Context: an optimization exercise on an open-source flow, tuned for small area, a short achievable clock period and few clock cycles. The choices shown serve that exercise and are no tape-out recipe. Function was not checked in any run shown here: the RTL went through the layout flow alone.

==> flow/design.v (outline; a module is shown in full before it is edited, if it fits) <==
// module dual_port_RAM_0: 14 lines
// module row_pass: 165 lines
// module col_pass: 165 lines
// module M2: 255 lines
module M2 (
	input  logic        Clock_50,
	input  logic        Resetn,
	input  logic [15:0] SRAM_read_data,
	input  logic        M2_start,
	output logic        SRAM_we_n,
	output logic        M2_done,
	output logic [15:0] SRAM_write_data,
	output logic [17:0] SRAM_address
);
  // ...
==> flow/run.sh <==
#!/bin/bash
# synth_recipe.tcl (not shown) runs the flow's synth.tcl, then flattens the netlist and writes it again
# the make line also repeats each setting of config.mk as NAME=value (left out here)
make -C /OpenROAD-flow-scripts/flow DESIGN_CONFIG=/design/flow/config.mk WORK_HOME=/design/flow/orfs CLKGATE_MAP_FILE= SYNTH_SCRIPT=/design/flow/synth_recipe.tcl finish
==> flow/config.mk <==
export PLATFORM = sky130hd
export DESIGN_NAME = M2
export DESIGN_NICKNAME = M2
export VERILOG_FILES = /design/flow/design.v
export SDC_FILE = /design/flow/constraint.sdc
export NUM_CORES = 8
export LEC_CHECK = 0
export ABC_CLOCK_PERIOD_IN_PS = 4000
export CAP_MARGIN = 20
export CORE_MARGIN = 2
export CORE_UTILIZATION = 40
export SETUP_SLACK_MARGIN = 5
export SLEW_MARGIN = 20
export SYNTH_MEMORY_MAX_BITS = 4096
==> flow/constraint.sdc <==
create_clock -name core_clock -period 12.0 [get_ports {Clock_50}]
set_input_delay 2.4000 -clock core_clock [delete_from_list [all_inputs] [get_ports {Clock_50}]]
set_output_delay 2.4000 -clock core_clock [all_outputs]
set_load 0.01 [all_outputs]
==> results.cfg, run 1 <==
[status]
outcome = complete, no violations

[placement]
placed_cells = 19900
placed_cell_area_sq_um = 178000
gp_congestion = 0.954

[finish]
seq_share_pct = 40.7
antenna_cells = 5
nFlopsAndLatches = 2999
buffers_excl_clock = 261
buf_share_pct = 1.15
finalNonFillerCells = 20500
final-clk-cell-share_pct = 6.22
fin_nets = 16500

[setup_path]
cp.depth = 16
cp-end-kind = flip-flop
slowest_delay_ps = 810
required_ps = 12920

[synth]
async_flop_share_pct = 5.27
synthMuxAreaShare_pct = 7.40
ys_seq_area_share_pct = 45.3
syn-instance-count = 14600

[timing]
hold_slack_ps = 394
worst_slew_pin_slew_ps = 1310
min_period_ps = 6400
period_share_pct = 53.3
final.setup_skew_ps = 76.0

[clock_tree]
root_buffer = clkbuf_16
cts_tree = done
clock_latency_ps = 990

[worst_hold_path]
min_to = rpass.clr

[detailed_routing]
maxUsedRoutingLayer = met5

[floorplanning]
die_height_um = 656
==> module row_pass, before the edit <==
module row_pass (input logic clk, input logic [15:0] x, input logic [3:0] p0,
  output logic [29:0] ra0, ra1, ra2, ra3, rb0, rb1, rb2, rb3);
function automatic logic [59:0] csa(input logic [29:0] a, b, c);
  logic [29:0] s, cy; s = a ^ b ^ c; cy = ((a & b) | (a & c) | (b & c)) << 1; csa = {s, cy};
endfunction
logic [1:0] sel0; logic sg0; logic [29:0] k0;
always_ff @(posedge clk) case (p0)
  4'd0: begin sel0 <= 2'd0; sg0 <= 1'b0; k0 <= 30'd1005322242; end
  4'd1: begin sel0 <= 2'd0; sg0 <= 1'b1; k0 <= 30'd1005324250; end
  4'd3: begin sel0 <= 2'd0; sg0 <= 1'b1; k0 <= 30'd1005324250; end
  4'd4: begin sel0 <= 2'd1; sg0 <= 1'b0; k0 <= 30'd1001259010; end
  4'd6: begin sel0 <= 2'd0; sg0 <= 1'b1; k0 <= 30'd1005324250; end
  4'd7: begin sel0 <= 2'd1; sg0 <= 1'b1; k0 <= 30'd1001260902; end
  4'd9: begin sel0 <= 2'd2; sg0 <= 1'b0; k0 <= 30'd984350722; end
  4'd10: begin sel0 <= 2'd2; sg0 <= 1'b0; k0 <= 30'd984350722; end
  default: begin sel0 <= 2'd3; sg0 <= 1'b0; k0 <= 30'd0; end
endcase
logic [15:0] yu0; assign yu0 = (x ^ {16{sg0}}) ^ {1'b1, 15'd0};
logic [29:0] Y0; assign Y0 = 30'(yu0);
logic [29:0] r0 [0:5];
assign r0[0] = (sel0==2'd0 ? (Y0 << 11) : sel0==2'd1 ? (Y0 << 11) : sel0==2'd2 ? (Y0 << 11) : 30'd0);
assign r0[1] = (sel0==2'd0 ? (30'({~yu0, 5'h1f})) : sel0==2'd1 ? (30'({~yu0, 7'h7f})) : sel0==2'd2 ? (30'({~yu0, 9'h1ff})) : 30'd0);
assign r0[2] = (sel0==2'd0 ? (30'({~yu0, 3'h7})) : sel0==2'd1 ? (30'({~yu0, 5'h1f})) : sel0==2'd2 ? (30'({~yu0, 7'h7f})) : 30'd0);
assign r0[3] = (sel0==2'd0 ? 30'd0 : sel0==2'd1 ? (Y0 << 2) : sel0==2'd2 ? (Y0 << 5) : 30'd0);
assign r0[4] = (sel0==2'd0 ? 30'd0 : sel0==2'd1 ? 30'd0 : sel0==2'd2 ? (Y0 << 3) : 30'd0);
assign r0[5] = k0;
logic [29:0] t0_0s, t0_0c; assign {t0_0s, t0_0c} = csa(r0[0], r0[1], r0[2]);
logic [29:0] t0_1s, t0_1c; assign {t0_1s, t0_1c} = csa(r0[3], r0[4], r0[5]);
logic [29:0] t0_2s, t0_2c; assign {t0_2s, t0_2c} = csa(t0_0s, t0_0c, t0_1s);
logic [29:0] t0_3s, t0_3c; assign {t0_3s, t0_3c} = csa(t0_2s, t0_2c, t0_1c);
logic [29:0] ps0, pc0; always_ff @(posedge clk) begin ps0 <= t0_3s; pc0 <= t0_3c; end
logic [1:0] sel1; logic sg1; logic [29:0] k1;
always_ff @(posedge clk) case (p0)
  4'd0: begin sel1 <= 2'd0; sg1 <= 1'b0; k1 <= 30'd984285186; end
  4'd1: begin sel1 <= 2'd0; sg1 <= 1'b0; k1 <= 30'd984285186; end
  4'd3: begin sel1 <= 2'd0; sg1 <= 1'b0; k1 <= 30'd984285186; end
  4'd4: begin sel1 <= 2'd1; sg1 <= 1'b0; k1 <= 30'd1031241730; end
  4'd6: begin sel1 <= 2'd0; sg1 <= 1'b0; k1 <= 30'd984285186; end
  4'd7: begin sel1 <= 2'd1; sg1 <= 1'b1; k1 <= 30'd1031242513; end
  4'd9: begin sel1 <= 2'd2; sg1 <= 1'b0; k1 <= 30'd984350722; end
  4'd10: begin sel1 <= 2'd2; sg1 <= 1'b1; k1 <= 30'd984352170; end
  default: begin sel1 <= 2'd3; sg1 <= 1'b0; k1 <= 30'd0; end
endcase
logic [15:0] yu1; assign yu1 = (x ^ {16{sg1}}) ^ {1'b1, 15'd0};
logic [29:0] Y1; assign Y1 = 30'(yu1);
logic [29:0] r1 [0:6];
assign r1[0] = (sel1==2'd0 ? (Y1 << 11) : sel1==2'd1 ? (Y1 << 10) : sel1==2'd2 ? (Y1 << 11) : 30'd0);
assign r1[1] = (sel1==2'd0 ? (30'({~yu1, 9'h1ff})) : sel1==2'd1 ? (30'({~yu1, 8'hff})) : sel1==2'd2 ? (30'({~yu1, 9'h1ff})) : 30'd0);
assign r1[2] = (sel1==2'd0 ? (Y1 << 7) : sel1==2'd1 ? (Y1 << 4) : sel1==2'd2 ? (30'({~yu1, 7'h7f})) : 30'd0);
assign r1[3] = (sel1==2'd0 ? (Y1 << 5) : sel1==2'd1 ? ({14'd0, ~yu1}) : sel1==2'd2 ? (Y1 << 5) : 30'd0);
assign r1[4] = (sel1==2'd0 ? (Y1 << 3) : sel1==2'd1 ? 30'd0 : sel1==2'd2 ? (Y1 << 3) : 30'd0);
assign r1[5] = (sel1==2'd0 ? (30'({~yu1, 1'h1})) : sel1==2'd1 ? 30'd0 : sel1==2'd2 ? 30'd0 : 30'd0);
assign r1[6] = k1;
logic [29:0] t1_0s, t1_0c; assign {t1_0s, t1_0c} = csa(r1[0], r1[1], r1[2]);
logic [29:0] t1_1s, t1_1c; assign {t1_1s, t1_1c} = csa(r1[3], r1[4], r1[5]);
logic [29:0] t1_2s, t1_2c; assign {t1_2s, t1_2c} = csa(t1_0s, t1_0c, t1_1s);
logic [29:0] t1_3s, t1_3c; assign {t1_3s, t1_3c} = csa(t1_2s, t1_2c, t1_1c);
logic [29:0] t1_4s, t1_4c; assign {t1_4s, t1_4c} = csa(t1_3s, t1_3c, r1[6]);
logic [29:0] ps1, pc1; always_ff @(posedge clk) begin ps1 <= t1_4s; pc1 <= t1_4c; end
logic [1:0] sel2; logic sg2; logic [29:0] k2;
always_ff @(posedge clk) case (p0)
  4'd0: begin sel2 <= 2'd0; sg2 <= 1'b0; k2 <= 30'd1035436033; end
  4'd1: begin sel2 <= 2'd0; sg2 <= 1'b1; k2 <= 30'd1035437170; end
  4'd3: begin sel2 <= 2'd0; sg2 <= 1'b0; k2 <= 30'd1035436033; end
  4'd4: begin sel2 <= 2'd1; sg2 <= 1'b1; k2 <= 30'd1031242513; end
  4'd6: begin sel2 <= 2'd0; sg2 <= 1'b1; k2 <= 30'd1035437170; end
  4'd7: begin sel2 <= 2'd1; sg2 <= 1'b0; k2 <= 30'd1031241730; end
  4'd9: begin sel2 <= 2'd2; sg2 <= 1'b0; k2 <= 30'd984350722; end
  4'd10: begin sel2 <= 2'd2; sg2 <= 1'b1; k2 <= 30'd984352170; end
  default: begin sel2 <= 2'd3; sg2 <= 1'b0; k2 <= 30'd0; end
endcase
logic [15:0] yu2; assign yu2 = (x ^ {16{sg2}}) ^ {1'b1, 15'd0};
logic [29:0] Y2; assign Y2 = 30'(yu2);
logic [29:0] r2 [0:5];
assign r2[0] = (sel2==2'd0 ? (Y2 << 10) : sel2==2'd1 ? (Y2 << 10) : sel2==2'd2 ? (Y2 << 11) : 30'd0);
assign r2[1] = (sel2==2'd0 ? (Y2 << 7) : sel2==2'd1 ? (30'({~yu2, 8'hff})) : sel2==2'd2 ? (30'({~yu2, 9'h1ff})) : 30'd0);
assign r2[2] = (sel2==2'd0 ? (30'({~yu2, 4'hf})) : sel2==2'd1 ? (Y2 << 4) : sel2==2'd2 ? (30'({~yu2, 7'h7f})) : 30'd0);
assign r2[3] = (sel2==2'd0 ? (Y2 << 0) : sel2==2'd1 ? ({14'd0, ~yu2}) : sel2==2'd2 ? (Y2 << 5) : 30'd0);
assign r2[4] = (sel2==2'd0 ? 30'd0 : sel2==2'd1 ? 30'd0 : sel2==2'd2 ? (Y2 << 3) : 30'd0);
assign r2[5] = k2;
logic [29:0] t2_0s, t2_0c; assign {t2_0s, t2_0c} = csa(r2[0], r2[1], r2[2]);
logic [29:0] t2_1s, t2_1c; assign {t2_1s, t2_1c} = csa(r2[3], r2[4], r2[5]);
logic [29:0] t2_2s, t2_2c; assign {t2_2s, t2_2c} = csa(t2_0s, t2_0c, t2_1s);
logic [29:0] t2_3s, t2_3c; assign {t2_3s, t2_3c} = csa(t2_2s, t2_2c, t2_1c);
logic [29:0] ps2, pc2; always_ff @(posedge clk) begin ps2 <= t2_3s; pc2 <= t2_3c; end
logic [1:0] sel3; logic sg3; logic [29:0] k3;
always_ff @(posedge clk) case (p0)
  4'd0: begin sel3 <= 2'd0; sg3 <= 1'b0; k3 <= 30'd1052213250; end
  4'd1: begin sel3 <= 2'd0; sg3 <= 1'b1; k3 <= 30'd1052213649; end
  4'd3: begin sel3 <= 2'd0; sg3 <= 1'b0; k3 <= 30'd1052213250; end
  4'd4: begin sel3 <= 2'd1; sg3 <= 1'b1; k3 <= 30'd1001260902; end
  4'd6: begin sel3 <= 2'd0; sg3 <= 1'b0; k3 <= 30'd1052213250; end
  4'd7: begin sel3 <= 2'd1; sg3 <= 1'b0; k3 <= 30'd1001259010; end
  4'd9: begin sel3 <= 2'd2; sg3 <= 1'b0; k3 <= 30'd984350722; end
  4'd10: begin sel3 <= 2'd2; sg3 <= 1'b0; k3 <= 30'd984350722; end
  default: begin sel3 <= 2'd3; sg3 <= 1'b0; k3 <= 30'd0; end
endcase
logic [15:0] yu3; assign yu3 = (x ^ {16{sg3}}) ^ {1'b1, 15'd0};
logic [29:0] Y3; assign Y3 = 30'(yu3);
logic [29:0] r3 [0:5];
assign r3[0] = (sel3==2'd0 ? (Y3 << 9) : sel3==2'd1 ? (Y3 << 11) : sel3==2'd2 ? (Y3 << 11) : 30'd0);
assign r3[1] = (sel3==2'd0 ? (30'({~yu3, 7'h7f})) : sel3==2'd1 ? (30'({~yu3, 7'h7f})) : sel3==2'd2 ? (30'({~yu3, 9'h1ff})) : 30'd0);
assign r3[2] = (sel3==2'd0 ? (Y3 << 4) : sel3==2'd1 ? (30'({~yu3, 5'h1f})) : sel3==2'd2 ? (30'({~yu3, 7'h7f})) : 30'd0);
assign r3[3] = (sel3==2'd0 ? ({14'd0, ~yu3}) : sel3==2'd1 ? (Y3 << 2) : sel3==2'd2 ? (Y3 << 5) : 30'd0);
assign r3[4] = (sel3==2'd0 ? 30'd0 : sel3==2'd1 ? 30'd0 : sel3==2'd2 ? (Y3 << 3) : 30'd0);
assign r3[5] = k3;
logic [29:0] t3_0s, t3_0c; assign {t3_0s, t3_0c} = csa(r3[0], r3[1], r3[2]);
logic [29:0] t3_1s, t3_1c; assign {t3_1s, t3_1c} = csa(r3[3], r3[4], r3[5]);
logic [29:0] t3_2s, t3_2c; assign {t3_2s, t3_2c} = csa(t3_0s, t3_0c, t3_1s);
logic [29:0] t3_3s, t3_3c; assign {t3_3s, t3_3c} = csa(t3_2s, t3_2c, t3_1c);
logic [29:0] ps3, pc3; always_ff @(posedge clk) begin ps3 <= t3_3s; pc3 <= t3_3c; end
logic [3:0] p1; always_ff @(posedge clk) p1 <= p0;
logic nb, clr; always_ff @(posedge clk) begin clr <= (p1 == 4'd0); case (p1)
  4'd0: nb <= 1'b1;
  4'd1: nb <= 1'b1;
  4'd3: nb <= 1'b1;
  4'd4: nb <= 1'b0;
  4'd6: nb <= 1'b1;
  4'd7: nb <= 1'b0;
  4'd9: nb <= 1'b0;
  4'd10: nb <= 1'b0;
  default: nb <= 1'b0;
endcase end
logic [29:0] ra [0:3]; logic [29:0] rb [0:3];
logic [29:0] ua0p, ua0s, ua0c;
assign ua0p = clr ? 30'd0 : ra[2];
assign ua0s = ua0p ^ ps0 ^ pc0; assign ua0c = {((ua0p & ps0) | (ua0p & pc0) | (ps0 & pc0)), 1'b0};
always_ff @(posedge clk) ra[0] <= ua0s + ua0c;
logic [29:0] ub0p, ub0x, ub0y, ub0s, ub0c;
assign ub0p = clr ? 30'd0 : rb[2];
assign ub0x = ps0 ^ {30{nb}}; assign ub0y = pc0 ^ {30{nb}};
assign ub0s = ub0p ^ ub0x ^ ub0y; assign ub0c = {((ub0p & ub0x) | (ub0p & ub0y) | (ub0x & ub0y)), nb};
always_ff @(posedge clk) rb[0] <= ub0s + ub0c + 30'(nb);
logic [29:0] ua1p, ua1s, ua1c;
assign ua1p = clr ? 30'd0 : ra[0];
assign ua1s = ua1p ^ ps1 ^ pc1; assign ua1c = {((ua1p & ps1) | (ua1p & pc1) | (ps1 & pc1)), 1'b0};
always_ff @(posedge clk) ra[1] <= ua1s + ua1c;
logic [29:0] ub1p, ub1x, ub1y, ub1s, ub1c;
assign ub1p = clr ? 30'd0 : rb[0];
assign ub1x = ps1 ^ {30{nb}}; assign ub1y = pc1 ^ {30{nb}};
assign ub1s = ub1p ^ ub1x ^ ub1y; assign ub1c = {((ub1p & ub1x) | (ub1p & ub1y) | (ub1x & ub1y)), nb};
always_ff @(posedge clk) rb[1] <= ub1s + ub1c + 30'(nb);
logic [29:0] ua2p, ua2s, ua2c;
assign ua2p = clr ? 30'd0 : ra[3];
assign ua2s = ua2p ^ ps2 ^ pc2; assign ua2c = {((ua2p & ps2) | (ua2p & pc2) | (ps2 & pc2)), 1'b0};
always_ff @(posedge clk) ra[2] <= ua2s + ua2c;
logic [29:0] ub2p, ub2x, ub2y, ub2s, ub2c;
assign ub2p = clr ? 30'd0 : rb[3];
assign ub2x = ps2 ^ {30{nb}}; assign ub2y = pc2 ^ {30{nb}};
assign ub2s = ub2p ^ ub2x ^ ub2y; assign ub2c = {((ub2p & ub2x) | (ub2p & ub2y) | (ub2x & ub2y)), nb};
always_ff @(posedge clk) rb[2] <= ub2s + ub2c + 30'(nb);
logic [29:0] ua3p, ua3s, ua3c;
assign ua3p = clr ? 30'd0 : ra[1];
assign ua3s = ua3p ^ ps3 ^ pc3; assign ua3c = {((ua3p & ps3) | (ua3p & pc3) | (ps3 & pc3)), 1'b0};
always_ff @(posedge clk) ra[3] <= ua3s + ua3c;
logic [29:0] ub3p, ub3x, ub3y, ub3s, ub3c;
assign ub3p = clr ? 30'd0 : rb[1];
assign ub3x = ps3 ^ {30{nb}}; assign ub3y = pc3 ^ {30{nb}};
assign ub3s = ub3p ^ ub3x ^ ub3y; assign ub3c = {((ub3p & ub3x) | (ub3p & ub3y) | (ub3x & ub3y)), nb};
always_ff @(posedge clk) rb[3] <= ub3s + ub3c + 30'(nb);
assign ra0 = ra[0]; assign rb0 = rb[0];
assign ra1 = ra[1]; assign rb1 = rb[1];
assign ra2 = ra[2]; assign rb2 = rb[2];
assign ra3 = ra[3]; assign rb3 = rb[3];
endmodule
==> module col_pass, before the edit <==
module col_pass (input logic clk, input logic [21:0] x, input logic [3:0] p0,
  output logic [31:0] ra0, ra1, ra2, ra3, rb0, rb1, rb2, rb3);
function automatic logic [63:0] csa(input logic [31:0] a, b, c);
  logic [31:0] s, cy; s = a ^ b ^ c; cy = ((a & b) | (a & c) | (b & c)) << 1; csa = {s, cy};
endfunction
logic [1:0] sel0; logic sg0; logic [31:0] k0;
always_ff @(posedge clk) case (p0)
  4'd0: begin sel0 <= 2'd0; sg0 <= 1'b0; k0 <= 32'd4211081218; end
  4'd1: begin sel0 <= 2'd0; sg0 <= 1'b1; k0 <= 32'd4211083226; end
  4'd3: begin sel0 <= 2'd0; sg0 <= 1'b1; k0 <= 32'd4211083226; end
  4'd4: begin sel0 <= 2'd1; sg0 <= 1'b0; k0 <= 32'd3951034370; end
  4'd6: begin sel0 <= 2'd0; sg0 <= 1'b1; k0 <= 32'd4211083226; end
  4'd7: begin sel0 <= 2'd1; sg0 <= 1'b1; k0 <= 32'd3951036262; end
  4'd9: begin sel0 <= 2'd2; sg0 <= 1'b0; k0 <= 32'd2868903938; end
  4'd10: begin sel0 <= 2'd2; sg0 <= 1'b0; k0 <= 32'd2868903938; end
  default: begin sel0 <= 2'd3; sg0 <= 1'b0; k0 <= 32'd0; end
endcase
logic [21:0] yu0; assign yu0 = (x ^ {22{sg0}}) ^ {1'b1, 21'd0};
logic [31:0] Y0; assign Y0 = 32'(yu0);
logic [31:0] r0 [0:5];
assign r0[0] = (sel0==2'd0 ? (Y0 << 11) : sel0==2'd1 ? (Y0 << 11) : sel0==2'd2 ? (Y0 << 11) : 32'd0);
assign r0[1] = (sel0==2'd0 ? (32'({~yu0, 5'h1f})) : sel0==2'd1 ? (32'({~yu0, 7'h7f})) : sel0==2'd2 ? (32'({~yu0, 9'h1ff})) : 32'd0);
assign r0[2] = (sel0==2'd0 ? (32'({~yu0, 3'h7})) : sel0==2'd1 ? (32'({~yu0, 5'h1f})) : sel0==2'd2 ? (32'({~yu0, 7'h7f})) : 32'd0);
assign r0[3] = (sel0==2'd0 ? 32'd0 : sel0==2'd1 ? (Y0 << 2) : sel0==2'd2 ? (Y0 << 5) : 32'd0);
assign r0[4] = (sel0==2'd0 ? 32'd0 : sel0==2'd1 ? 32'd0 : sel0==2'd2 ? (Y0 << 3) : 32'd0);
assign r0[5] = k0;
logic [31:0] t0_0s, t0_0c; assign {t0_0s, t0_0c} = csa(r0[0], r0[1], r0[2]);
logic [31:0] t0_1s, t0_1c; assign {t0_1s, t0_1c} = csa(r0[3], r0[4], r0[5]);
logic [31:0] t0_2s, t0_2c; assign {t0_2s, t0_2c} = csa(t0_0s, t0_0c, t0_1s);
logic [31:0] t0_3s, t0_3c; assign {t0_3s, t0_3c} = csa(t0_2s, t0_2c, t0_1c);
logic [31:0] ps0, pc0; always_ff @(posedge clk) begin ps0 <= t0_3s; pc0 <= t0_3c; end
logic [1:0] sel1; logic sg1; logic [31:0] k1;
always_ff @(posedge clk) case (p0)
  4'd0: begin sel1 <= 2'd0; sg1 <= 1'b0; k1 <= 32'd2864709634; end
  4'd1: begin sel1 <= 2'd0; sg1 <= 1'b0; k1 <= 32'd2864709634; end
  4'd3: begin sel1 <= 2'd0; sg1 <= 1'b0; k1 <= 32'd2864709634; end
  4'd4: begin sel1 <= 2'd1; sg1 <= 1'b0; k1 <= 32'd1574961154; end
  4'd6: begin sel1 <= 2'd0; sg1 <= 1'b0; k1 <= 32'd2864709634; end
  4'd7: begin sel1 <= 2'd1; sg1 <= 1'b1; k1 <= 32'd1574961937; end
  4'd9: begin sel1 <= 2'd2; sg1 <= 1'b0; k1 <= 32'd2868903938; end
  4'd10: begin sel1 <= 2'd2; sg1 <= 1'b1; k1 <= 32'd2868905386; end
  default: begin sel1 <= 2'd3; sg1 <= 1'b0; k1 <= 32'd0; end
endcase
logic [21:0] yu1; assign yu1 = (x ^ {22{sg1}}) ^ {1'b1, 21'd0};
logic [31:0] Y1; assign Y1 = 32'(yu1);
logic [31:0] r1 [0:6];
assign r1[0] = (sel1==2'd0 ? (Y1 << 11) : sel1==2'd1 ? (Y1 << 10) : sel1==2'd2 ? (Y1 << 11) : 32'd0);
assign r1[1] = (sel1==2'd0 ? (32'({~yu1, 9'h1ff})) : sel1==2'd1 ? (32'({~yu1, 8'hff})) : sel1==2'd2 ? (32'({~yu1, 9'h1ff})) : 32'd0);
assign r1[2] = (sel1==2'd0 ? (Y1 << 7) : sel1==2'd1 ? (Y1 << 4) : sel1==2'd2 ? (32'({~yu1, 7'h7f})) : 32'd0);
assign r1[3] = (sel1==2'd0 ? (Y1 << 5) : sel1==2'd1 ? ({10'd0, ~yu1}) : sel1==2'd2 ? (Y1 << 5) : 32'd0);
assign r1[4] = (sel1==2'd0 ? (Y1 << 3) : sel1==2'd1 ? 32'd0 : sel1==2'd2 ? (Y1 << 3) : 32'd0);
assign r1[5] = (sel1==2'd0 ? (32'({~yu1, 1'h1})) : sel1==2'd1 ? 32'd0 : sel1==2'd2 ? 32'd0 : 32'd0);
assign r1[6] = k1;
logic [31:0] t1_0s, t1_0c; assign {t1_0s, t1_0c} = csa(r1[0], r1[1], r1[2]);
logic [31:0] t1_1s, t1_1c; assign {t1_1s, t1_1c} = csa(r1[3], r1[4], r1[5]);
logic [31:0] t1_2s, t1_2c; assign {t1_2s, t1_2c} = csa(t1_0s, t1_0c, t1_1s);
logic [31:0] t1_3s, t1_3c; assign {t1_3s, t1_3c} = csa(t1_2s, t1_2c, t1_1c);
logic [31:0] t1_4s, t1_4c; assign {t1_4s, t1_4c} = csa(t1_3s, t1_3c, r1[6]);
logic [31:0] ps1, pc1; always_ff @(posedge clk) begin ps1 <= t1_4s; pc1 <= t1_4c; end
logic [1:0] sel2; logic sg2; logic [31:0] k2;
always_ff @(posedge clk) case (p0)
  4'd0: begin sel2 <= 2'd0; sg2 <= 1'b0; k2 <= 32'd1843396609; end
  4'd1: begin sel2 <= 2'd0; sg2 <= 1'b1; k2 <= 32'd1843397746; end
  4'd3: begin sel2 <= 2'd0; sg2 <= 1'b0; k2 <= 32'd1843396609; end
  4'd4: begin sel2 <= 2'd1; sg2 <= 1'b1; k2 <= 32'd1574961937; end
  4'd6: begin sel2 <= 2'd0; sg2 <= 1'b1; k2 <= 32'd1843397746; end
  4'd7: begin sel2 <= 2'd1; sg2 <= 1'b0; k2 <= 32'd1574961154; end
  4'd9: begin sel2 <= 2'd2; sg2 <= 1'b0; k2 <= 32'd2868903938; end
  4'd10: begin sel2 <= 2'd2; sg2 <= 1'b1; k2 <= 32'd2868905386; end
  default: begin sel2 <= 2'd3; sg2 <= 1'b0; k2 <= 32'd0; end
endcase
logic [21:0] yu2; assign yu2 = (x ^ {22{sg2}}) ^ {1'b1, 21'd0};
logic [31:0] Y2; assign Y2 = 32'(yu2);
logic [31:0] r2 [0:5];
assign r2[0] = (sel2==2'd0 ? (Y2 << 10) : sel2==2'd1 ? (Y2 << 10) : sel2==2'd2 ? (Y2 << 11) : 32'd0);
assign r2[1] = (sel2==2'd0 ? (Y2 << 7) : sel2==2'd1 ? (32'({~yu2, 8'hff})) : sel2==2'd2 ? (32'({~yu2, 9'h1ff})) : 32'd0);
assign r2[2] = (sel2==2'd0 ? (32'({~yu2, 4'hf})) : sel2==2'd1 ? (Y2 << 4) : sel2==2'd2 ? (32'({~yu2, 7'h7f})) : 32'd0);
assign r2[3] = (sel2==2'd0 ? (Y2 << 0) : sel2==2'd1 ? ({10'd0, ~yu2}) : sel2==2'd2 ? (Y2 << 5) : 32'd0);
assign r2[4] = (sel2==2'd0 ? 32'd0 : sel2==2'd1 ? 32'd0 : sel2==2'd2 ? (Y2 << 3) : 32'd0);
assign r2[5] = k2;
logic [31:0] t2_0s, t2_0c; assign {t2_0s, t2_0c} = csa(r2[0], r2[1], r2[2]);
logic [31:0] t2_1s, t2_1c; assign {t2_1s, t2_1c} = csa(r2[3], r2[4], r2[5]);
logic [31:0] t2_2s, t2_2c; assign {t2_2s, t2_2c} = csa(t2_0s, t2_0c, t2_1s);
logic [31:0] t2_3s, t2_3c; assign {t2_3s, t2_3c} = csa(t2_2s, t2_2c, t2_1c);
logic [31:0] ps2, pc2; always_ff @(posedge clk) begin ps2 <= t2_3s; pc2 <= t2_3c; end
logic [1:0] sel3; logic sg3; logic [31:0] k3;
always_ff @(posedge clk) case (p0)
  4'd0: begin sel3 <= 2'd0; sg3 <= 1'b0; k3 <= 32'd2917138434; end
  4'd1: begin sel3 <= 2'd0; sg3 <= 1'b1; k3 <= 32'd2917138833; end
  4'd3: begin sel3 <= 2'd0; sg3 <= 1'b0; k3 <= 32'd2917138434; end
  4'd4: begin sel3 <= 2'd1; sg3 <= 1'b1; k3 <= 32'd3951036262; end
  4'd6: begin sel3 <= 2'd0; sg3 <= 1'b0; k3 <= 32'd2917138434; end
  4'd7: begin sel3 <= 2'd1; sg3 <= 1'b0; k3 <= 32'd3951034370; end
  4'd9: begin sel3 <= 2'd2; sg3 <= 1'b0; k3 <= 32'd2868903938; end
  4'd10: begin sel3 <= 2'd2; sg3 <= 1'b0; k3 <= 32'd2868903938; end
  default: begin sel3 <= 2'd3; sg3 <= 1'b0; k3 <= 32'd0; end
endcase
logic [21:0] yu3; assign yu3 = (x ^ {22{sg3}}) ^ {1'b1, 21'd0};
logic [31:0] Y3; assign Y3 = 32'(yu3);
logic [31:0] r3 [0:5];
assign r3[0] = (sel3==2'd0 ? (Y3 << 9) : sel3==2'd1 ? (Y3 << 11) : sel3==2'd2 ? (Y3 << 11) : 32'd0);
assign r3[1] = (sel3==2'd0 ? (32'({~yu3, 7'h7f})) : sel3==2'd1 ? (32'({~yu3, 7'h7f})) : sel3==2'd2 ? (32'({~yu3, 9'h1ff})) : 32'd0);
assign r3[2] = (sel3==2'd0 ? (Y3 << 4) : sel3==2'd1 ? (32'({~yu3, 5'h1f})) : sel3==2'd2 ? (32'({~yu3, 7'h7f})) : 32'd0);
assign r3[3] = (sel3==2'd0 ? ({10'd0, ~yu3}) : sel3==2'd1 ? (Y3 << 2) : sel3==2'd2 ? (Y3 << 5) : 32'd0);
assign r3[4] = (sel3==2'd0 ? 32'd0 : sel3==2'd1 ? 32'd0 : sel3==2'd2 ? (Y3 << 3) : 32'd0);
assign r3[5] = k3;
logic [31:0] t3_0s, t3_0c; assign {t3_0s, t3_0c} = csa(r3[0], r3[1], r3[2]);
logic [31:0] t3_1s, t3_1c; assign {t3_1s, t3_1c} = csa(r3[3], r3[4], r3[5]);
logic [31:0] t3_2s, t3_2c; assign {t3_2s, t3_2c} = csa(t3_0s, t3_0c, t3_1s);
logic [31:0] t3_3s, t3_3c; assign {t3_3s, t3_3c} = csa(t3_2s, t3_2c, t3_1c);
logic [31:0] ps3, pc3; always_ff @(posedge clk) begin ps3 <= t3_3s; pc3 <= t3_3c; end
logic [3:0] p1; always_ff @(posedge clk) p1 <= p0;
logic nb, clr; always_ff @(posedge clk) begin clr <= (p1 == 4'd0); case (p1)
  4'd0: nb <= 1'b1;
  4'd1: nb <= 1'b1;
  4'd3: nb <= 1'b1;
  4'd4: nb <= 1'b0;
  4'd6: nb <= 1'b1;
  4'd7: nb <= 1'b0;
  4'd9: nb <= 1'b0;
  4'd10: nb <= 1'b0;
  default: nb <= 1'b0;
endcase end
logic [31:0] ra [0:3]; logic [31:0] rb [0:3];
logic [31:0] ua0p, ua0s, ua0c;
assign ua0p = clr ? 32'd0 : ra[2];
assign ua0s = ua0p ^ ps0 ^ pc0; assign ua0c = {((ua0p & ps0) | (ua0p & pc0) | (ps0 & pc0)), 1'b0};
always_ff @(posedge clk) ra[0] <= ua0s + ua0c;
logic [31:0] ub0p, ub0x, ub0y, ub0s, ub0c;
assign ub0p = clr ? 32'd0 : rb[2];
assign ub0x = ps0 ^ {32{nb}}; assign ub0y = pc0 ^ {32{nb}};
assign ub0s = ub0p ^ ub0x ^ ub0y; assign ub0c = {((ub0p & ub0x) | (ub0p & ub0y) | (ub0x & ub0y)), nb};
always_ff @(posedge clk) rb[0] <= ub0s + ub0c + 32'(nb);
logic [31:0] ua1p, ua1s, ua1c;
assign ua1p = clr ? 32'd0 : ra[0];
assign ua1s = ua1p ^ ps1 ^ pc1; assign ua1c = {((ua1p & ps1) | (ua1p & pc1) | (ps1 & pc1)), 1'b0};
always_ff @(posedge clk) ra[1] <= ua1s + ua1c;
logic [31:0] ub1p, ub1x, ub1y, ub1s, ub1c;
assign ub1p = clr ? 32'd0 : rb[0];
assign ub1x = ps1 ^ {32{nb}}; assign ub1y = pc1 ^ {32{nb}};
assign ub1s = ub1p ^ ub1x ^ ub1y; assign ub1c = {((ub1p & ub1x) | (ub1p & ub1y) | (ub1x & ub1y)), nb};
always_ff @(posedge clk) rb[1] <= ub1s + ub1c + 32'(nb);
logic [31:0] ua2p, ua2s, ua2c;
assign ua2p = clr ? 32'd0 : ra[3];
assign ua2s = ua2p ^ ps2 ^ pc2; assign ua2c = {((ua2p & ps2) | (ua2p & pc2) | (ps2 & pc2)), 1'b0};
always_ff @(posedge clk) ra[2] <= ua2s + ua2c;
logic [31:0] ub2p, ub2x, ub2y, ub2s, ub2c;
assign ub2p = clr ? 32'd0 : rb[3];
assign ub2x = ps2 ^ {32{nb}}; assign ub2y = pc2 ^ {32{nb}};
assign ub2s = ub2p ^ ub2x ^ ub2y; assign ub2c = {((ub2p & ub2x) | (ub2p & ub2y) | (ub2x & ub2y)), nb};
always_ff @(posedge clk) rb[2] <= ub2s + ub2c + 32'(nb);
logic [31:0] ua3p, ua3s, ua3c;
assign ua3p = clr ? 32'd0 : ra[1];
assign ua3s = ua3p ^ ps3 ^ pc3; assign ua3c = {((ua3p & ps3) | (ua3p & pc3) | (ps3 & pc3)), 1'b0};
always_ff @(posedge clk) ra[3] <= ua3s + ua3c;
logic [31:0] ub3p, ub3x, ub3y, ub3s, ub3c;
assign ub3p = clr ? 32'd0 : rb[1];
assign ub3x = ps3 ^ {32{nb}}; assign ub3y = pc3 ^ {32{nb}};
assign ub3s = ub3p ^ ub3x ^ ub3y; assign ub3c = {((ub3p & ub3x) | (ub3p & ub3y) | (ub3x & ub3y)), nb};
always_ff @(posedge clk) rb[3] <= ub3s + ub3c + 32'(nb);
assign ra0 = ra[0]; assign rb0 = rb[0];
assign ra1 = ra[1]; assign rb1 = rb[1];
assign ra2 = ra[2]; assign rb2 = rb[2];
assign ra3 = ra[3]; assign rb3 = rb[3];
endmodule
==> inputs of run 2 (changes only) <==
--- a/flow/design.v
+++ b/flow/design.v
@@ -269,6 +269,92 @@
 function automatic logic [59:0] csa(input logic [29:0] a, b, c);
   logic [29:0] s, cy; s = a ^ b ^ c; cy = ((a & b) | (a & c) | (b & c)) << 1; csa = {s, cy};
 endfunction
+function automatic logic [29:0] add30(input logic [29:0] a, b, input logic ci);
+  logic [29:0] g, p, G, P, Gn, Pn;
+  g = a & b; p = a ^ b; g[0] = g[0] | (p[0] & ci); G = g; P = p;
+  Gn = G; Pn = P;
+  Gn[1] = G[1] | (P[1] & G[0]); Pn[1] = P[1] & P[0];
+  Gn[3] = G[3] | (P[3] & G[2]); Pn[3] = P[3] & P[2];
+  Gn[5] = G[5] | (P[5] & G[4]); Pn[5] = P[5] & P[4];
+  Gn[7] = G[7] | (P[7] & G[6]); Pn[7] = P[7] & P[6];
+  Gn[9] = G[9] | (P[9] & G[8]); Pn[9] = P[9] & P[8];
+  Gn[11] = G[11] | (P[11] & G[10]); Pn[11] = P[11] & P[10];
+  Gn[13] = G[13] | (P[13] & G[12]); Pn[13] = P[13] & P[12];
+  Gn[15] = G[15] | (P[15] & G[14]); Pn[15] = P[15] & P[14];
+  Gn[17] = G[17] | (P[17] & G[16]); Pn[17] = P[17] & P[16];
+  Gn[19] = G[19] | (P[19] & G[18]); Pn[19] = P[19] & P[18];
+  Gn[21] = G[21] | (P[21] & G[20]); Pn[21] = P[21] & P[20];
+  Gn[23] = G[23] | (P[23] & G[22]); Pn[23] = P[23] & P[22];
+  Gn[25] = G[25] | (P[25] & G[24]); Pn[25] = P[25] & P[24];
+  Gn[27] = G[27] | (P[27] & G[26]); Pn[27] = P[27] & P[26];
+  Gn[29] = G[29] | (P[29] & G[28]); Pn[29] = P[29] & P[28];
+  G = Gn; P = Pn;
+  Gn = G; Pn = P;
+  Gn[2] = G[2] | (P[2] & G[1]); Pn[2] = P[2] & P[1];
+  Gn[3] = G[3] | (P[3] & G[1]); Pn[3] = P[3] & P[1];
+  Gn[6] = G[6] | (P[6] & G[5]); Pn[6] = P[6] & P[5];
+  Gn[7] = G[7] | (P[7] & G[5]); Pn[7] = P[7] & P[5];
+  Gn[10] = G[10] | (P[10] & G[9]); Pn[10] = P[10] & P[9];
+  Gn[11] = G[11] | (P[11] & G[9]); Pn[11] = P[11] & P[9];
+  Gn[14] = G[14] | (P[14] & G[13]); Pn[14] = P[14] & P[13];
+  Gn[15] = G[15] | (P[15] & G[13]); Pn[15] = P[15] & P[13];
+  Gn[18] = G[18] | (P[18] & G[17]); Pn[18] = P[18] & P[17];
+  Gn[19] = G[19] | (P[19] & G[17]); Pn[19] = P[19] & P[17];
+  Gn[22] = G[22] | (P[22] & G[21]); Pn[22] = P[22] & P[21];
+  Gn[23] = G[23] | (P[23] & G[21]); Pn[23] = P[23] & P[21];
+  Gn[26] = G[26] | (P[26] & G[25]); Pn[26] = P[26] & P[25];
+  Gn[27] = G[27] | (P[27] & G[25]); Pn[27] = P[27] & P[25];
+  G = Gn; P = Pn;
+  Gn = G; Pn = P;
+  Gn[4] = G[4] | (P[4] & G[3]); Pn[4] = P[4] & P[3];
+  Gn[5] = G[5] | (P[5] & G[3]); Pn[5] = P[5] & P[3];
+  Gn[6] = G[6] | (P[6] & G[3]); Pn[6] = P[6] & P[3];
+  Gn[7] = G[7] | (P[7] & G[3]); Pn[7] = P[7] & P[3];
+  Gn[12] = G[12] | (P[12] & G[11]); Pn[12] = P[12] & P[11];
+  Gn[13] = G[13] | (P[13] & G[11]); Pn[13] = P[13] & P[11];
+  Gn[14] = G[14] | (P[14] & G[11]); Pn[14] = P[14] & P[11];
+  Gn[15] = G[15] | (P[15] & G[11]); Pn[15] = P[15] & P[11];
+  Gn[20] = G[20] | (P[20] & G[19]); Pn[20] = P[20] & P[19];
+  Gn[21] = G[21] | (P[21] & G[19]); Pn[21] = P[21] & P[19];
+  Gn[22] = G[22] | (P[22] & G[19]); Pn[22] = P[22] & P[19];
+  Gn[23] = G[23] | (P[23] & G[19]); Pn[23] = P[23] & P[19];
+  Gn[28] = G[28] | (P[28] & G[27]); Pn[28] = P[28] & P[27];
+  Gn[29] = G[29] | (P[29] & G[27]); Pn[29] = P[29] & P[27];
+  G = Gn; P = Pn;
+  Gn = G; Pn = P;
+  Gn[8] = G[8] | (P[8] & G[7]); Pn[8] = P[8] & P[7];
+  Gn[9] = G[9] | (P[9] & G[7]); Pn[9] = P[9] & P[7];
+  Gn[10] = G[10] | (P[10] & G[7]); Pn[10] = P[10] & P[7];
+  Gn[11] = G[11] | (P[11] & G[7]); Pn[11] = P[11] & P[7];
+  Gn[12] = G[12] | (P[12] & G[7]); Pn[12] = P[12] & P[7];
+  Gn[13] = G[13] | (P[13] & G[7]); Pn[13] = P[13] & P[7];
+  Gn[14] = G[14] | (P[14] & G[7]); Pn[14] = P[14] & P[7];
+  Gn[15] = G[15] | (P[15] & G[7]); Pn[15] = P[15] & P[7];
+  Gn[24] = G[24] | (P[24] & G[23]); Pn[24] = P[24] & P[23];
+  Gn[25] = G[25] | (P[25] & G[23]); Pn[25] = P[25] & P[23];
+  Gn[26] = G[26] | (P[26] & G[23]); Pn[26] = P[26] & P[23];
+  Gn[27] = G[27] | (P[27] & G[23]); Pn[27] = P[27] & P[23];
+  Gn[28] = G[28] | (P[28] & G[23]); Pn[28] = P[28] & P[23];
+  Gn[29] = G[29] | (P[29] & G[23]); Pn[29] = P[29] & P[23];
+  G = Gn; P = Pn;
+  Gn = G; Pn = P;
+  Gn[16] = G[16] | (P[16] & G[15]); Pn[16] = P[16] & P[15];
+  Gn[17] = G[17] | (P[17] & G[15]); Pn[17] = P[17] & P[15];
+  Gn[18] = G[18] | (P[18] & G[15]); Pn[18] = P[18] & P[15];
+  Gn[19] = G[19] | (P[19] & G[15]); Pn[19] = P[19] & P[15];
+  Gn[20] = G[20] | (P[20] & G[15]); Pn[20] = P[20] & P[15];
+  Gn[21] = G[21] | (P[21] & G[15]); Pn[21] = P[21] & P[15];
+  Gn[22] = G[22] | (P[22] & G[15]); Pn[22] = P[22] & P[15];
+  Gn[23] = G[23] | (P[23] & G[15]); Pn[23] = P[23] & P[15];
+  Gn[24] = G[24] | (P[24] & G[15]); Pn[24] = P[24] & P[15];
+  Gn[25] = G[25] | (P[25] & G[15]); Pn[25] = P[25] & P[15];
+  Gn[26] = G[26] | (P[26] & G[15]); Pn[26] = P[26] & P[15];
+  Gn[27] = G[27] | (P[27] & G[15]); Pn[27] = P[27] & P[15];
+  Gn[28] = G[28] | (P[28] & G[15]); Pn[28] = P[28] & P[15];
+  Gn[29] = G[29] | (P[29] & G[15]); Pn[29] = P[29] & P[15];
+  G = Gn; P = Pn;
+  add30 = p ^ {G[28:0], ci};
+endfunction
 logic [1:0] sel0; logic sg0; logic [29:0] k0;
 always_ff @(posedge clk) case (p0)
   4'd0: begin sel0 <= 2'd0; sg0 <= 1'b0; k0 <= 30'd1005322242; end
@@ -391,39 +477,39 @@
 logic [29:0] ua0p, ua0s, ua0c;
 assign ua0p = clr ? 30'd0 : ra[2];
 assign ua0s = ua0p ^ ps0 ^ pc0; assign ua0c = {((ua0p & ps0) | (ua0p & pc0) | (ps0 & pc0)), 1'b0};
-always_ff @(posedge clk) ra[0] <= ua0s + ua0c;
+always_ff @(posedge clk) ra[0] <= add30(ua0s, ua0c, 1'b0);
 logic [29:0] ub0p, ub0x, ub0y, ub0s, ub0c;
 assign ub0p = clr ? 30'd0 : rb[2];
 assign ub0x = ps0 ^ {30{nb}}; assign ub0y = pc0 ^ {30{nb}};
 assign ub0s = ub0p ^ ub0x ^ ub0y; assign ub0c = {((ub0p & ub0x) | (ub0p & ub0y) | (ub0x & ub0y)), nb};
-always_ff @(posedge clk) rb[0] <= ub0s + ub0c + 30'(nb);
+always_ff @(posedge clk) rb[0] <= add30(ub0s, ub0c, nb);
 logic [29:0] ua1p, ua1s, ua1c;
 assign ua1p = clr ? 30'd0 : ra[0];
 assign ua1s = ua1p ^ ps1 ^ pc1; assign ua1c = {((ua1p & ps1) | (ua1p & pc1) | (ps1 & pc1)), 1'b0};
-always_ff @(posedge clk) ra[1] <= ua1s + ua1c;
+always_ff @(posedge clk) ra[1] <= add30(ua1s, ua1c, 1'b0);
 logic [29:0] ub1p, ub1x, ub1y, ub1s, ub1c;
 assign ub1p = clr ? 30'd0 : rb[0];
 assign ub1x = ps1 ^ {30{nb}}; assign ub1y = pc1 ^ {30{nb}};
 assign ub1s = ub1p ^ ub1x ^ ub1y; assign ub1c = {((ub1p & ub1x) | (ub1p & ub1y) | (ub1x & ub1y)), nb};
-always_ff @(posedge clk) rb[1] <= ub1s + ub1c + 30'(nb);
+always_ff @(posedge clk) rb[1] <= add30(ub1s, ub1c, nb);
 logic [29:0] ua2p, ua2s, ua2c;
 assign ua2p = clr ? 30'd0 : ra[3];
 assign ua2s = ua2p ^ ps2 ^ pc2; assign ua2c = {((ua2p & ps2) | (ua2p & pc2) | (ps2 & pc2)), 1'b0};
-always_ff @(posedge clk) ra[2] <= ua2s + ua2c;
+always_ff @(posedge clk) ra[2] <= add30(ua2s, ua2c, 1'b0);
 logic [29:0] ub2p, ub2x, ub2y, ub2s, ub2c;
 assign ub2p = clr ? 30'd0 : rb[3];
 assign ub2x = ps2 ^ {30{nb}}; assign ub2y = pc2 ^ {30{nb}};
 assign ub2s = ub2p ^ ub2x ^ ub2y; assign ub2c = {((ub2p & ub2x) | (ub2p & ub2y) | (ub2x & ub2y)), nb};
-always_ff @(posedge clk) rb[2] <= ub2s + ub2c + 30'(nb);
+always_ff @(posedge clk) rb[2] <= add30(ub2s, ub2c, nb);
 logic [29:0] ua3p, ua3s, ua3c;
 assign ua3p = clr ? 30'd0 : ra[1];
 assign ua3s = ua3p ^ ps3 ^ pc3; assign ua3c = {((ua3p & ps3) | (ua3p & pc3) | (ps3 & pc3)), 1'b0};
-always_ff @(posedge clk) ra[3] <= ua3s + ua3c;
+always_ff @(posedge clk) ra[3] <= add30(ua3s, ua3c, 1'b0);
 logic [29:0] ub3p, ub3x, ub3y, ub3s, ub3c;
 assign ub3p = clr ? 30'd0 : rb[1];
 assign ub3x = ps3 ^ {30{nb}}; assign ub3y = pc3 ^ {30{nb}};
 assign ub3s = ub3p ^ ub3x ^ ub3y; assign ub3c = {((ub3p & ub3x) | (ub3p & ub3y) | (ub3x & ub3y)), nb};
-always_ff @(posedge clk) rb[3] <= ub3s + ub3c + 30'(nb);
+always_ff @(posedge clk) rb[3] <= add30(ub3s, ub3c, nb);
 assign ra0 = ra[0]; assign rb0 = rb[0];
 assign ra1 = ra[1]; assign rb1 = rb[1];
 assign ra2 = ra[2]; assign rb2 = rb[2];
@@ -434,6 +520,101 @@
 function automatic logic [63:0] csa(input logic [31:0] a, b, c);
   logic [31:0] s, cy; s = a ^ b ^ c; cy = ((a & b) | (a & c) | (b & c)) << 1; csa = {s, cy};
 endfunction
+function automatic logic [31:0] add32(input logic [31:0] a, b, input logic ci);
+  logic [31:0] g, p, G, P, Gn, Pn;
+  g = a & b; p = a ^ b; g[0] = g[0] | (p[0] & ci); G = g; P = p;
+  Gn = G; Pn = P;
+  Gn[1] = G[1] | (P[1] & G[0]); Pn[1] = P[1] & P[0];
+  Gn[3] = G[3] | (P[3] & G[2]); Pn[3] = P[3] & P[2];
+  Gn[5] = G[5] | (P[5] & G[4]); Pn[5] = P[5] & P[4];
+  Gn[7] = G[7] | (P[7] & G[6]); Pn[7] = P[7] & P[6];
+  Gn[9] = G[9] | (P[9] & G[8]); Pn[9] = P[9] & P[8];
+  Gn[11] = G[11] | (P[11] & G[10]); Pn[11] = P[11] & P[10];
+  Gn[13] = G[13] | (P[13] & G[12]); Pn[13] = P[13] & P[12];
+  Gn[15] = G[15] | (P[15] & G[14]); Pn[15] = P[15] & P[14];
+  Gn[17] = G[17] | (P[17] & G[16]); Pn[17] = P[17] & P[16];
+  Gn[19] = G[19] | (P[19] & G[18]); Pn[19] = P[19] & P[18];
+  Gn[21] = G[21] | (P[21] & G[20]); Pn[21] = P[21] & P[20];
+  Gn[23] = G[23] | (P[23] & G[22]); Pn[23] = P[23] & P[22];
+  Gn[25] = G[25] | (P[25] & G[24]); Pn[25] = P[25] & P[24];
+  Gn[27] = G[27] | (P[27] & G[26]); Pn[27] = P[27] & P[26];
+  Gn[29] = G[29] | (P[29] & G[28]); Pn[29] = P[29] & P[28];
+  Gn[31] = G[31] | (P[31] & G[30]); Pn[31] = P[31] & P[30];
+  G = Gn; P = Pn;
+  Gn = G; Pn = P;
+  Gn[2] = G[2] | (P[2] & G[1]); Pn[2] = P[2] & P[1];
+  Gn[3] = G[3] | (P[3] & G[1]); Pn[3] = P[3] & P[1];
+  Gn[6] = G[6] | (P[6] & G[5]); Pn[6] = P[6] & P[5];
+  Gn[7] = G[7] | (P[7] & G[5]); Pn[7] = P[7] & P[5];
+  Gn[10] = G[10] | (P[10] & G[9]); Pn[10] = P[10] & P[9];
+  Gn[11] = G[11] | (P[11] & G[9]); Pn[11] = P[11] & P[9];
+  Gn[14] = G[14] | (P[14] & G[13]); Pn[14] = P[14] & P[13];
+  Gn[15] = G[15] | (P[15] & G[13]); Pn[15] = P[15] & P[13];
+  Gn[18] = G[18] | (P[18] & G[17]); Pn[18] = P[18] & P[17];
+  Gn[19] = G[19] | (P[19] & G[17]); Pn[19] = P[19] & P[17];
+  Gn[22] = G[22] | (P[22] & G[21]); Pn[22] = P[22] & P[21];
+  Gn[23] = G[23] | (P[23] & G[21]); Pn[23] = P[23] & P[21];
+  Gn[26] = G[26] | (P[26] & G[25]); Pn[26] = P[26] & P[25];
+  Gn[27] = G[27] | (P[27] & G[25]); Pn[27] = P[27] & P[25];
+  Gn[30] = G[30] | (P[30] & G[29]); Pn[30] = P[30] & P[29];
+  Gn[31] = G[31] | (P[31] & G[29]); Pn[31] = P[31] & P[29];
+  G = Gn; P = Pn;
+  Gn = G; Pn = P;
+  Gn[4] = G[4] | (P[4] & G[3]); Pn[4] = P[4] & P[3];
+  Gn[5] = G[5] | (P[5] & G[3]); Pn[5] = P[5] & P[3];
+  Gn[6] = G[6] | (P[6] & G[3]); Pn[6] = P[6] & P[3];
+  Gn[7] = G[7] | (P[7] & G[3]); Pn[7] = P[7] & P[3];
+  Gn[12] = G[12] | (P[12] & G[11]); Pn[12] = P[12] & P[11];
+  Gn[13] = G[13] | (P[13] & G[11]); Pn[13] = P[13] & P[11];
+  Gn[14] = G[14] | (P[14] & G[11]); Pn[14] = P[14] & P[11];
+  Gn[15] = G[15] | (P[15] & G[11]); Pn[15] = P[15] & P[11];
+  Gn[20] = G[20] | (P[20] & G[19]); Pn[20] = P[20] & P[19];
+  Gn[21] = G[21] | (P[21] & G[19]); Pn[21] = P[21] & P[19];
+  Gn[22] = G[22] | (P[22] & G[19]); Pn[22] = P[22] & P[19];
+  Gn[23] = G[23] | (P[23] & G[19]); Pn[23] = P[23] & P[19];
+  Gn[28] = G[28] | (P[28] & G[27]); Pn[28] = P[28] & P[27];
+  Gn[29] = G[29] | (P[29] & G[27]); Pn[29] = P[29] & P[27];
+  Gn[30] = G[30] | (P[30] & G[27]); Pn[30] = P[30] & P[27];
+  Gn[31] = G[31] | (P[31] & G[27]); Pn[31] = P[31] & P[27];
+  G = Gn; P = Pn;
+  Gn = G; Pn = P;
+  Gn[8] = G[8] | (P[8] & G[7]); Pn[8] = P[8] & P[7];
+  Gn[9] = G[9] | (P[9] & G[7]); Pn[9] = P[9] & P[7];
+  Gn[10] = G[10] | (P[10] & G[7]); Pn[10] = P[10] & P[7];
+  Gn[11] = G[11] | (P[11] & G[7]); Pn[11] = P[11] & P[7];
+  Gn[12] = G[12] | (P[12] & G[7]); Pn[12] = P[12] & P[7];
+  Gn[13] = G[13] | (P[13] & G[7]); Pn[13] = P[13] & P[7];
+  Gn[14] = G[14] | (P[14] & G[7]); Pn[14] = P[14] & P[7];
+  Gn[15] = G[15] | (P[15] & G[7]); Pn[15] = P[15] & P[7];
+  Gn[24] = G[24] | (P[24] & G[23]); Pn[24] = P[24] & P[23];
+  Gn[25] = G[25] | (P[25] & G[23]); Pn[25] = P[25] & P[23];
+  Gn[26] = G[26] | (P[26] & G[23]); Pn[26] = P[26] & P[23];
+  Gn[27] = G[27] | (P[27] & G[23]); Pn[27] = P[27] & P[23];
+  Gn[28] = G[28] | (P[28] & G[23]); Pn[28] = P[28] & P[23];
+  Gn[29] = G[29] | (P[29] & G[23]); Pn[29] = P[29] & P[23];
+  Gn[30] = G[30] | (P[30] & G[23]); Pn[30] = P[30] & P[23];
+  Gn[31] = G[31] | (P[31] & G[23]); Pn[31] = P[31] & P[23];
+  G = Gn; P = Pn;
+  Gn = G; Pn = P;
+  Gn[16] = G[16] | (P[16] & G[15]); Pn[16] = P[16] & P[15];
+  Gn[17] = G[17] | (P[17] & G[15]); Pn[17] = P[17] & P[15];
+  Gn[18] = G[18] | (P[18] & G[15]); Pn[18] = P[18] & P[15];
+  Gn[19] = G[19] | (P[19] & G[15]); Pn[19] = P[19] & P[15];
+  Gn[20] = G[20] | (P[20] & G[15]); Pn[20] = P[20] & P[15];
+  Gn[21] = G[21] | (P[21] & G[15]); Pn[21] = P[21] & P[15];
+  Gn[22] = G[22] | (P[22] & G[15]); Pn[22] = P[22] & P[15];
+  Gn[23] = G[23] | (P[23] & G[15]); Pn[23] = P[23] & P[15];
+  Gn[24] = G[24] | (P[24] & G[15]); Pn[24] = P[24] & P[15];
+  Gn[25] = G[25] | (P[25] & G[15]); Pn[25] = P[25] & P[15];
+  Gn[26] = G[26] | (P[26] & G[15]); Pn[26] = P[26] & P[15];
+  Gn[27] = G[27] | (P[27] & G[15]); Pn[27] = P[27] & P[15];
+  Gn[28] = G[28] | (P[28] & G[15]); Pn[28] = P[28] & P[15];
+  Gn[29] = G[29] | (P[29] & G[15]); Pn[29] = P[29] & P[15];
+  Gn[30] = G[30] | (P[30] & G[15]); Pn[30] = P[30] & P[15];
+  Gn[31] = G[31] | (P[31] & G[15]); Pn[31] = P[31] & P[15];
+  G = Gn; P = Pn;
+  add32 = p ^ {G[30:0], ci};
+endfunction
 logic [1:0] sel0; logic sg0; logic [31:0] k0;
 always_ff @(posedge clk) case (p0)
   4'd0: begin sel0 <= 2'd0; sg0 <= 1'b0; k0 <= 32'd4211081218; end
@@ -556,39 +737,39 @@
 logic [31:0] ua0p, ua0s, ua0c;
 assign ua0p = clr ? 32'd0 : ra[2];
 assign ua0s = ua0p ^ ps0 ^ pc0; assign ua0c = {((ua0p & ps0) | (ua0p & pc0) | (ps0 & pc0)), 1'b0};
-always_ff @(posedge clk) ra[0] <= ua0s + ua0c;
+always_ff @(posedge clk) ra[0] <= add32(ua0s, ua0c, 1'b0);
 logic [31:0] ub0p, ub0x, ub0y, ub0s, ub0c;
 assign ub0p = clr ? 32'd0 : rb[2];
 assign ub0x = ps0 ^ {32{nb}}; assign ub0y = pc0 ^ {32{nb}};
 assign ub0s = ub0p ^ ub0x ^ ub0y; assign ub0c = {((ub0p & ub0x) | (ub0p & ub0y) | (ub0x & ub0y)), nb};
-always_ff @(posedge clk) rb[0] <= ub0s + ub0c + 32'(nb);
+always_ff @(posedge clk) rb[0] <= add32(ub0s, ub0c, nb);
 logic [31:0] ua1p, ua1s, ua1c;
 assign ua1p = clr ? 32'd0 : ra[0];
 assign ua1s = ua1p ^ ps1 ^ pc1; assign ua1c = {((ua1p & ps1) | (ua1p & pc1) | (ps1 & pc1)), 1'b0};
-always_ff @(posedge clk) ra[1] <= ua1s + ua1c;
+always_ff @(posedge clk) ra[1] <= add32(ua1s, ua1c, 1'b0);
 logic [31:0] ub1p, ub1x, ub1y, ub1s, ub1c;
 assign ub1p = clr ? 32'd0 : rb[0];
 assign ub1x = ps1 ^ {32{nb}}; assign ub1y = pc1 ^ {32{nb}};
 assign ub1s = ub1p ^ ub1x ^ ub1y; assign ub1c = {((ub1p & ub1x) | (ub1p & ub1y) | (ub1x & ub1y)), nb};
-always_ff @(posedge clk) rb[1] <= ub1s + ub1c + 32'(nb);
+always_ff @(posedge clk) rb[1] <= add32(ub1s, ub1c, nb);
 logic [31:0] ua2p, ua2s, ua2c;
 assign ua2p = clr ? 32'd0 : ra[3];
 assign ua2s = ua2p ^ ps2 ^ pc2; assign ua2c = {((ua2p & ps2) | (ua2p & pc2) | (ps2 & pc2)), 1'b0};
-always_ff @(posedge clk) ra[2] <= ua2s + ua2c;
+always_ff @(posedge clk) ra[2] <= add32(ua2s, ua2c, 1'b0);
 logic [31:0] ub2p, ub2x, ub2y, ub2s, ub2c;
 assign ub2p = clr ? 32'd0 : rb[3];
 assign ub2x = ps2 ^ {32{nb}}; assign ub2y = pc2 ^ {32{nb}};
 assign ub2s = ub2p ^ ub2x ^ ub2y; assign ub2c = {((ub2p & ub2x) | (ub2p & ub2y) | (ub2x & ub2y)), nb};
-always_ff @(posedge clk) rb[2] <= ub2s + ub2c + 32'(nb);
+always_ff @(posedge clk) rb[2] <= add32(ub2s, ub2c, nb);
 logic [31:0] ua3p, ua3s, ua3c;
 assign ua3p = clr ? 32'd0 : ra[1];
 assign ua3s = ua3p ^ ps3 ^ pc3; assign ua3c = {((ua3p & ps3) | (ua3p & pc3) | (ps3 & pc3)), 1'b0};
-always_ff @(posedge clk) ra[3] <= ua3s + ua3c;
+always_ff @(posedge clk) ra[3] <= add32(ua3s, ua3c, 1'b0);
 logic [31:0] ub3p, ub3x, ub3y, ub3s, ub3c;
 assign ub3p = clr ? 32'd0 : rb[1];
 assign ub3x = ps3 ^ {32{nb}}; assign ub3y = pc3 ^ {32{nb}};
 assign ub3s = ub3p ^ ub3x ^ ub3y; assign ub3c = {((ub3p & ub3x) | (ub3p & ub3y) | (ub3x & ub3y)), nb};
-always_ff @(posedge clk) rb[3] <= ub3s + ub3c + 32'(nb);
+always_ff @(posedge clk) rb[3] <= add32(ub3s, ub3c, nb);
 assign ra0 = ra[0]; assign rb0 = rb[0];
 assign ra1 = ra[1]; assign rb1 = rb[1];
 assign ra2 = ra[2]; assign rb2 = rb[2];
==> flow/config.mk (replaced) <==
export PLATFORM = sky130hd
export DESIGN_NAME = M2
export DESIGN_NICKNAME = M2
export VERILOG_FILES = /design/flow/design.v
export SDC_FILE = /design/flow/constraint.sdc
export NUM_CORES = 8
export LEC_CHECK = 0
export CAP_MARGIN = 60
export CORE_MARGIN = 2
export CORE_UTILIZATION = 40
export SETUP_SLACK_MARGIN = 5
export SLEW_MARGIN = 60
export SYNTH_MEMORY_MAX_BITS = 4096
==> run 2 against run 1 <==
First-iteration DRC count fell by 11%. Non-clock buffer count grew 32. Clock skew grew 26 ps. Count of clock-buffer cells in the layout is 9 higher. Critical path depth increased by 3. Critical endpoint is now cpass.rb[3][31]. Highest routed layer unchanged.
==> results.cfg, run 2 <==
[detailed_routing]
via_count = 100000
ant_nets = 0
drt_iter0_drc = 9163
dr.pass1.iters = 8
viasPerCell = 5.16
wl_per_cell_um = 22.4
finalWirelength_mm = 436
drc = 0

[floorplanning]
ios = 55
initial_utilization_pct = 40.1
die_area_sq_um = 419000
core_area_sq_um = 413000
die_height_um = 647
num_rows = 236
die_w_um = 647

[synth]
synth_common_cells = inv_1, edfxtp_1, dfxtp_1
syn-cell-area_sq_um = 165000
synth_flop_cell = edfxtp_1
synth_top_area_share_pct = 29.5
async_flop_share_pct = 5.27
yosys_warnings = 26
synth-seq-cells = 2999
yosysMostFrequentCell = inv_1
synth_edf_count = 1622
synth_top_cell_by_area = edfxtp_1
syn-instance-count = 13700
ys_seq_area_share_pct = 46.6
syn_avg_cell_area_sq_um = 12.1
ys_top_cells_by_area = edfxtp_1, dfxtp_1, fa_1
yosysUniqueCellTypes = 98

[global_route]
antenna_found_initial = 23
gr-usage-all-layers_pct = 20.9
grt_pass1_vias = 103000
grt_max_degree = 91
grt.overflow.total = 0
grt_pass1_wl_mm = 660

[clock_tree]
root_buffer = clkbuf_16
htreeDepth = 5
cts.repair.resized = 0
cts_hold_buf = 0
cts.clk_slew.worst_paths_ps = 60
numCtsBuffers = 329
cts_buffer_depth = 4
clock-sinks = 2999
clock_latency_ps = 980
post_cts_buffers = 0
cts_tree = done

[finish]
regMostFlops = tbuf.mem
largest_register_ffs = 1408
fin_nets = 15600
drive_gt1_share_pct = 12.5
final_common_cell = inv_1
top_regs = tbuf.mem: 1408 flops, stg: 176 flops
syn2layout_area_growth_pct = 12.4
utilization_pct = 45.1
final_cell_mix = inv_1, edfxtp_1, dfxtp_1

[setup_path]
rrSetupSlack_ps = 6580
start_kind = flip-flop
timing.rr.end = cpass.rb[3][31]
cp_num_buf_inv = 6
critPathMaxFanout = 53
regToRegStartpoint = cpass.nb
crit_family = compound AO/OA/AOI/OAI gates
arrival_ps = 6250
setup.worst_path.class = flip-flop to flip-flop
slowest_stage = fa_1
cp-end-kind = flip-flop
critPathLaunch = cpass.nb
slowest_delay_ps = 540
endpoint = cpass.rb[3][31]
cp.depth = 19
reg2regPathDepth = 19
cp_cell_sequence = buf_12, buf_16, buf_16, buf_8, buf_16, xnor2_1, fa_1, inv_1, ha_1, a21o_1, a21o_1, a21o_1, a21o_1, a21oi_1, o22ai_1, a21oi_2, o21ai_0, o41ai_1, xnor2_1
required_ps = 12830
cpMostUsedCell = a21o_1

[timing]
hold_violations = 0
drv_slew = 0
worst_slew_pin_slew_ps = 646
tns_ps = 0
final.setup_skew_ps = 102
period_share_pct = 45.2
rsz0062_at_grt = no
max_freq_mhz = 184
slew_headroom_pct = 56.9
min_period_ps = 5420
setup_viol = 0

[job]
max_cap_violations = 0

[worst_hold_path]
hold_path.class = flip-flop to flip-flop

[placement]
place_hpwl_mm = 311
gp_congestion = 0.916
io_buffer_count = 54

[status]
outcome = complete, no violations
==> run 2: routing by layer <==
metal	part of all wire, %	track usage [%]
met1	44	28.8
met2	48	34.8
met3	5.8	2.45
met4	2.9	5.49
met5	0.018	0
==> run 2: worst min path at each step <==
stage                     start   endpoint  slack (ps)  depth (start not counted)
detailed placement  rpass.p1[0]  rpass.clr         400                          1
global placement       ev[7][2]  wb[7][10]         400                          0
global route           ev[7][1]   wb[7][9]         430                          0
floorplan                   cm1    col_odd         330                          0
finish              rpass.p1[0]  rpass.clr         410                          1
CTS                 rpass.p1[0]  rpass.clr         410                          1
==> run 2: cells by family after synthesis <==
group | share of synthesized area (%)
compound gates | 6.75
xor+xnor | 6.18
fa+ha+maj | 19.7
buf+inv | 5.93
flops | 46.6
mux | 7.62
other cells | 0.00454
simple gates | 7.25
==> run 2: final cells by class <==
class	count	area, sq um
multi-input cells	8052	79800
clock buffers	451	9240
diodes	6	15.0
clock inverters	154	1690
flip-flops and latches	2999	77200
well taps	5474	6850
repair buffers	293	3410
fillers	37400	227000
inverters	2040	7660
==> run 2: stage by stage <==
| stage | setup WS [ps] | hold WS, ps | cells | cell area (sq um) |
|---|---|---|---|---|
| 2_1_floorplan | 7210 | 331 | 13700 | 165000 |
| 3_3_place_gp | 6160 | 402 | 18800 | 173000 |
| 3_5_place_dp | 6430 | 398 | 18800 | 174000 |
| 4_1_cts | 6480 | 410 | 19500 | 185000 |
| 5_1_grt | 6270 | 427 | 19500 | 186000 |
| 6_report | 6580 | 408 | 19500 | 186000 |

-- port drivers added, routing unchanged --
The results above use ideal ports. As a check the final layouts listed here were re-extracted and re-timed, cells and wires unchanged.
Step 1 sets driving cells, clkbuf_16 on the clock port and buf_2 on the other inputs (assumed; they add their load-dependent delay and slew).
Step 2 also shifts input and output timing later by t, the mid clock arrival at the registers, as if the neighbouring blocks saw the same clock.
Slacks: ideal ports / drivers / drivers and shift; pairs: ideal ports / drivers.
run	shift t [ns]	setup slack, ns	worst hold slack (ns)	slew at the worst register clock pin (ns)
run 1	1.061	5.598 / 5.598 / 5.598	0.394 / 0.394 / 0.394	0.08 / 0.08
run 2	1.022	6.576 / 6.576 / 6.576	0.408 / 0.408 / 0.408	0.07 / 0.07
After both steps setup and hold are still met in every run listed.
